Source: an optimization exercise on an open RTL-to-GDS flow (aim: small area and a short achievable clock period). Production flows keep margins and buffers that such runs may drop. At most, simulation tests tie the RTL to the original design; equivalence was not proved. Power and IR drop assume default switching activity.

JK:
Design fpadder, start of the top module:
module fpadder( input [15:0] A_59, input [15:0] B_59, input clk_59, input rst_59, output reg [15:0] C_59);
clock: 3.8 ns
lec_check: 0
abc_area: 1
cap_margin: 20
core_margin: 2
core_utilization: 40
setup_slack_margin: 1.9
slew_margin: 20
standard.sh (not shown) runs the stock make flow with config.mk's settings and CLKGATE_MAP_FILE= SYNTH_SCRIPT=/design/flow/synth_recipe.tcl, a recipe that flattens the netlist after the stock synthesis.
==> flow/flow/run.sh <==
#!/bin/bash
# Standard layout with: ports buffered by plain buffers instead of delay cells;
# adders left to ABC instead of extracted into full/half-adder cells; a clock
# tree of smaller buffers without dummy loads; and
# the ABC area script mapping to a delay target (flow/abc.script).
set -euo pipefail
export BUFFER_PORTS_ARGS="-buffer_cell sky130_fd_sc_hd__buf_1"
export ADDER_MAP_FILE=
export CTS_ARGS="-sink_clustering_enable -repair_clock_nets -dont_use_dummy_load -root_buf sky130_fd_sc_hd__clkbuf_8 -buf_list sky130_fd_sc_hd__clkbuf_4 -sink_clustering_size 20"
mkdir -p scripts
for f in "$FLOW_HOME"/scripts/*; do ln -sfn "$f" scripts/; done
rm -f scripts/abc_area.script
cp flow/abc.script scripts/abc_area.script
export SCRIPTS_DIR="$PWD/scripts"
bash standard.sh > standard_flow.log 2>&1
==> flow/flow/abc.script <==
strash
dch
map -D 1000
topo
stime -c
buffer -c
upsize -c
dnsize -c
JK closes out successfully: all stages finished, all timing, DRC and antenna checks passed.
Relative to JK, the following input files were edited for MS:
==> flow/flow/abc.script <==
strash
dch
map -D 900
topo
stime -c
buffer -c
upsize -c
dnsize -c
Results
JK → MS: via count now larger, number of unique standard cell types used by synthesis now sits lower, area occupied by multi-input gates now larger, sequential share of layout area dropped 1.4 points.
Looking at JK and MS, the met3 usage is a wash.
Number of instances resized during post-cts repair ended up 4 higher on MS than on JK.
Final-layout worst hold slack, JK and MS: larger value in MS
MS vs. JK: area of the die increased 4.8%, count of filler cells inserted in the layout rose by about 11%, area added between synthesis and finish fell 1.4 points.
No functional check of the RTL was part of any run of this note.

* * *

## red
fpadder, a different RTL version from the one above (not shown whole).
Size in the first run: ~470 cells after synthesis, about 50 I/O pins, ~4500 µm² of cells after synthesis.
Settings: LEC_CHECK=0, CAP_MARGIN=20, CORE_MARGIN=2, CORE_UTILIZATION=40, SETUP_SLACK_MARGIN=1.9, SLEW_MARGIN=20; clock period 3.8 ns.
==> flow/flow/run.sh <==
#!/bin/bash
# Standard layout, but ports buffered with plain buffers instead of delay cells,
# and adders left to ABC instead of being extracted into full/half-adder cells.
set -euo pipefail
export BUFFER_PORTS_ARGS="-buffer_cell sky130_fd_sc_hd__buf_2"
export ADDER_MAP_FILE=
bash standard.sh > standard_flow.log 2>&1
red has completed all stages; timing, DRC and antenna checks passed.
Modified inputs, blue compared to red
Settings: changing SETUP_SLACK_MARGIN from 1.9 to 1.6; setting ABC_AREA to 1 for the first time.
## What came out
blue was carried through to the last stage, and its layout satisfied the timing, design-rule and antenna checks.
red → blue: setup slack after layout +0.046 ns; proportion of total power due to net switching neither gained nor lost much.
Compare red and blue | fraction of area in multi-input gates higher: red
Compared to red, blue has arrival time at the worst endpoint 0.09 ns lower.
The final reports for blue and red show vias per cell lower in the former.
The sequential share of layout area of blue is higher than that of red.
Delta(compound-gate portion of the synthesized area, blue - red) < 0
On full die area: between red and blue, it ends up higher for blue.
Summary of blue over red: sequential power down about 7%, cell count up about 23%, sequential share of power down 0.6 points.
Function was not checked in any run of this note: the RTL went through the layout flow alone.

* * *

Another version of the RTL of fpadder (not shown whole).
Size: about 620 cells after synthesis, roughly 96 flip-flops, about 50 I/O pins, roughly 4700 um^2 of cells after synthesis.
export LEC_CHECK = 0
export ABC_AREA = 1
export CAP_MARGIN = 20
export CORE_MARGIN = 2
export CORE_UTILIZATION = 40
export SETUP_SLACK_MARGIN = 1.9
export SLEW_MARGIN = 20
create_clock -name core_clock -period 3.8 [get_ports {clk_59}]
==> flow/flow/run.sh <==
#!/bin/bash
# Standard layout with: ports buffered by plain buffers instead of delay cells;
# adders left to ABC instead of extracted into full/half-adder cells; a clock
# tree of smaller buffers without dummy loads; and
# the ABC area script mapping to a delay target (flow/abc.script).
set -euo pipefail
export BUFFER_PORTS_ARGS="-buffer_cell sky130_fd_sc_hd__buf_1"
export ADDER_MAP_FILE=
export CTS_ARGS="-sink_clustering_enable -repair_clock_nets -dont_use_dummy_load -root_buf sky130_fd_sc_hd__clkbuf_8 -buf_list sky130_fd_sc_hd__clkbuf_4 -sink_clustering_size 20"
mkdir -p scripts
for f in "$FLOW_HOME"/scripts/*; do ln -sfn "$f" scripts/; done
rm -f scripts/abc_area.script
cp flow/abc.script scripts/abc_area.script
export SCRIPTS_DIR="$PWD/scripts"
bash standard.sh > standard_flow.log 2>&1
==> flow/flow/abc.script <==
strash
dch
map -D 950
topo
stime -c
buffer -c
upsize -c
dnsize -c
The first run produced a clean layout.
Edit:
==> flow/flow/abc.script (replaced) <==
strash
dch
map -D 900
topo
stime -c
buffer -c
upsize -c
dnsize -c
The changed run went through all stages and came out clean.
Via count increases by a few percent.
Clock-buffer cell count stays the same.
Clock power increases slightly.
Wire length rose by a few percent.
Power drops slightly.
Design area stays the same.
Sequential share of layout area barely changes.
Die area barely changes.
Maximum frequency is higher slightly.
Worst setup slack gets better by 0.032 ns.
Core utilization is unchanged.
Edit:
==> flow/flow/abc.script (replaced) <==
strash
dch
map -D 1000
topo
stime -c
buffer -c
upsize -c
dnsize -c
The new run ran to the end with no violations.
Combinational power hardly moves.
Critical path depth went up by 3.
Design area drops by 2.1%.
Flip-flop and latch count does not change.
Wire length fell by 6.8%.
Clock-buffer cell count does not change.
Final cell count decreases by 4.4%.
Power barely changes.
Register-to-register slack got worse by 0.03 ns.
No run of this note included a check of the RTL's function; only the layout flow was run.

* * *

The RTL this note starts from:
==> flow/design.v <==
module fpadder( input [15:0] A_59, input [15:0] B_59, input clk_59, input rst_59, output reg [15:0] C_59);
function [1:0] cmp_gt;   
  input [14:0] a, b;
  reg [15:0] G, E;
  integer i, k;
  begin
    G = {1'b0, a & ~b};
    E = {1'b1, ~((a & ~b) | (~a & b))};
    for (k = 1; k < 16; k = k * 2)
      for (i = 0; i + k < 16; i = i + 2 * k) begin
        G[i] = G[i + k] | (E[i + k] & G[i]);
        E[i] = E[i + k] & E[i];
      end
    cmp_gt = {G[0], E[0]};
  end
endfunction
wire [1:0] c5  = cmp_gt({10'd0, A_59[14:10]}, {10'd0, B_59[14:10]});
wire [1:0] cf = cmp_gt({5'd0, A_59[9:0]}, {5'd0, B_59[9:0]});
wire [1:0] c15 = {c5[1] | (c5[0] & cf[1]), 1'b0};
wire       zero = ~|{A_59, B_59};
wire [4:0] dab = A_59[14:10] - B_59[14:10];
wire [4:0] dba = B_59[14:10] - A_59[14:10];
wire [4:0] d   = c5[1] ? dab : dba;
reg        agb1, sa1, sb1;
reg [4:0]  e1;
reg [9:0]  fa1, fb1;
reg [3:0]  sh1;
always @(posedge clk_59) begin
  agb1 <= c15[1];
  sa1  <= A_59[15];
  sb1  <= B_59[15];
  e1   <= c5[1] ? A_59[14:10] : B_59[14:10];
  fa1  <= A_59[9:0];
  fb1  <= B_59[9:0];
  sh1  <= d[3:0] | {4{d[4] | zero}};
end
wire [9:0]  fs  = agb1 ? fb1 : fa1;
wire        sub = sa1 ^ sb1;
wire [10:0] y   = ({1'b1, fs} >> sh1) ^ {11{sub}};
reg        s2, sub2;
reg [4:0]  e2;
reg [9:0]  fg2;
reg [10:0] y2;
always @(posedge clk_59) begin
  s2   <= agb1 ? sa1 : sb1;
  sub2 <= sub;
  e2   <= e1;
  fg2  <= agb1 ? fa1 : fb1;
  y2   <= y;
end
wire [11:0] S = {2'b01, fg2} + {sub2, y2} + {11'd0, sub2};
reg        s3;
reg [4:0]  e3;
reg [11:0] S3;
always @(posedge clk_59) begin
  s3 <= s2; e3 <= e2; S3 <= S;
end
reg [11:1] h;
reg [4:0]  adj;      
integer j;
always @(*) begin
  h = 11'd0;
  for (j = 1; j <= 11; j = j + 1)
    h[j] = S3[j] & ~|(S3[11:1] >> j);
  casez (S3[11:1])
    11'b1??????????: adj = 5'd1;
    11'b01?????????: adj = 5'd0;
    11'b001????????: adj = -5'd1;
    11'b0001???????: adj = -5'd2;
    11'b00001??????: adj = -5'd3;
    11'b000001?????: adj = -5'd4;
    11'b0000001????: adj = -5'd5;
    11'b00000001???: adj = -5'd6;
    11'b000000001??: adj = -5'd7;
    11'b0000000001?: adj = -5'd8;
    11'b00000000001: adj = -5'd9;
    default:         adj = 5'd0;
  endcase
end
wire [21:0] sp = {S3, 10'd0};
reg  [9:0]  frac;
integer k;
always @(*) begin
  frac = {9'd0, ~|S3[11:1] & S3[0]};
  for (k = 0; k < 10; k = k + 1)
    for (j = 1; j <= 11; j = j + 1)
      frac[k] = frac[k] | (h[j] & sp[j + k]);
end
always @(posedge clk_59) begin
  C_59 <= {s3, e3 + adj, frac};
end
endmodule
==> flow/config.mk <==
export PLATFORM = sky130hd
export DESIGN_NAME = fpadder
export DESIGN_NICKNAME = fpadder
export VERILOG_FILES = /design/flow/design.v
export SDC_FILE = /design/flow/constraint.sdc
export NUM_CORES = 4
export LEC_CHECK = 0
export ABC_AREA = 1
export CAP_MARGIN = 20
export CORE_MARGIN = 2
export CORE_UTILIZATION = 40
export SETUP_SLACK_MARGIN = 1.9
export SLEW_MARGIN = 20
==> flow/constraint.sdc <==
create_clock -name core_clock -period 3.8 [get_ports {clk_59}]
set_input_delay 0.7600 -clock core_clock [delete_from_list [all_inputs] [get_ports {clk_59}]]
set_output_delay 0.7600 -clock core_clock [all_outputs]
set_load 0.01 [all_outputs]
==> flow/flow/run.sh <==
#!/bin/bash
# Standard layout with: ports buffered by plain buffers instead of delay cells;
# adders left to ABC instead of extracted into full/half-adder cells; a clock
# tree of smaller buffers without dummy loads; and
# the ABC area script mapping to a delay target (flow/abc.script).
set -euo pipefail
export BUFFER_PORTS_ARGS="-buffer_cell sky130_fd_sc_hd__buf_1"
export ADDER_MAP_FILE=
export CTS_ARGS="-sink_clustering_enable -repair_clock_nets -dont_use_dummy_load -root_buf sky130_fd_sc_hd__clkbuf_8 -buf_list sky130_fd_sc_hd__clkbuf_16 -sink_clustering_size 40 -sink_clustering_max_diameter 200"
mkdir -p scripts
for f in "$FLOW_HOME"/scripts/*; do ln -sfn "$f" scripts/; done
rm -f scripts/abc_area.script
cp flow/abc.script scripts/abc_area.script
export SCRIPTS_DIR="$PWD/scripts"
bash standard.sh > standard_flow.log 2>&1
==> flow/flow/abc.script <==
strash
dch
map -D 1000
topo
stime -c
buffer -c
upsize -c
dnsize -c
Rerun with:
==> flow/flow/run.sh (replaced) <==
#!/bin/bash
# Standard layout with: ports buffered by plain buffers instead of delay cells;
# adders left to ABC instead of extracted into full/half-adder cells; a clock
# tree of smaller buffers without dummy loads.
set -euo pipefail
export BUFFER_PORTS_ARGS="-buffer_cell sky130_fd_sc_hd__buf_1"
export ADDER_MAP_FILE=
export CTS_ARGS="-sink_clustering_enable -repair_clock_nets -dont_use_dummy_load -root_buf sky130_fd_sc_hd__clkbuf_8 -buf_list sky130_fd_sc_hd__clkbuf_4 -sink_clustering_size 20"
bash standard.sh > standard_flow.log 2>&1
removed: flow/flow/abc.script
Effect: The changed run ran to the end with no violations; maximum frequency drops by 1.8%; via count climbs by 6.5%; power drops by 0.64%; critical path depth climbs by 2.
Rerun with:
--- a/flow/flow/run.sh
+++ b/flow/flow/run.sh
@@ -3,3 +3,4 @@
 # adders left to ABC instead of extracted into full/half-adder cells; a clock
-# tree of smaller buffers without dummy loads.
+# tree of smaller buffers without dummy loads; and
+# the ABC area script mapping to a delay target (flow/abc.script).
 set -euo pipefail
@@ -8,2 +9,7 @@
 export CTS_ARGS="-sink_clustering_enable -repair_clock_nets -dont_use_dummy_load -root_buf sky130_fd_sc_hd__clkbuf_8 -buf_list sky130_fd_sc_hd__clkbuf_4 -sink_clustering_size 20"
+mkdir -p scripts
+for f in "$FLOW_HOME"/scripts/*; do ln -sfn "$f" scripts/; done
+rm -f scripts/abc_area.script
+cp flow/abc.script scripts/abc_area.script
+export SCRIPTS_DIR="$PWD/scripts"
 bash standard.sh > standard_flow.log 2>&1
==> flow/flow/abc.script (new file) <==
strash
dch
map -D 1000
topo
stime -c
buffer -c
upsize -c
dnsize -c
- CORE_UTILIZATION: 40 -> 55
Outcome:
- The changed run finished with timing, DRC and antenna clean
- critical path depth shrinks by 2
- total power grows slightly
- global-route usage grows by 4.5 points
- clock power shrinks by a few percent
- sequential power grows by a few percent
- area after synthesis stays flat
Rerun with:
==> flow/flow/abc.script (replaced) <==
strash
dch
map -D 800
topo
stime -c
buffer -c
upsize -c
dnsize -c
- CORE_UTILIZATION: 55 -> 40
- non-clock buffer count falls by 1
- clock power hardly moves
- area after synthesis rises by 3.1%
- cell count rises by 14%
- die area rises by 40%
- sequential power is about the same

what the ideal ports hide:
The flow's constraints put no driver on any port. The routed layouts listed below were extracted and timed again, unchanged, in two steps.
Step 1 (the two cells are an assumption about what drives the block):
set clk [get_ports {clk_59}]
set_driving_cell -lib_cell sky130_fd_sc_hd__clkbuf_16 $clk
set_driving_cell -lib_cell sky130_fd_sc_hd__buf_2 [delete_from_list [all_inputs] $clk]
Step 2, shift: input delay + t, output delay - t, t = (earliest + latest rising clock arrival at the registers) / 2. This alone moves slack from input paths to output paths.
Slacks: no drivers / after step 1 / after step 2; pairs: no drivers / after step 1.
run	shift t [ns]	setup WS [ns]	clock arrival spread, ns	slew at the worst register clock pin (ns)
JK	0.380	2.015 / 2.015 / 1.652	0.019 / 0.018	0.09 / 0.09
MS	0.379	1.991 / 1.991 / 1.689	0.026 / 0.026	0.09 / 0.09
red	0.386	1.795 / 1.795 / 1.448	0.014 / 0.013	0.10 / 0.10
blue	0.367	1.841 / 1.856 / 1.489	0.006 / 0.006	0.06 / 0.06
the first run of note 3	0.394	2.023 / 2.023 / 1.763	0.011 / 0.011	0.08 / 0.08
the second run of note 3	0.393	2.055 / 2.055 / 1.817	0.018 / 0.017	0.09 / 0.09
the third run of note 3	0.402	2.022 / 2.022 / 1.706	0.026 / 0.027	0.10 / 0.10
the first run of note 4	0.381	2.003 / 2.009 / 1.629	0.020 / 0.021	0.09 / 0.09
the second run of note 4	0.382	1.970 / 1.979 / 1.597	0.028 / 0.028	0.09 / 0.09
the third run of note 4	0.365	1.997 / 2.007 / 1.642	0.022 / 0.022	0.09 / 0.09
the fourth run of note 4	0.378	1.973 / 1.973 / 1.682	0.015 / 0.015	0.08 / 0.08
After both steps every run listed still meets setup and hold. For the first run of note 4, which loses most, drivers alone change the setup slack by +0.006 ns; drivers and shift together by -0.374 ns.
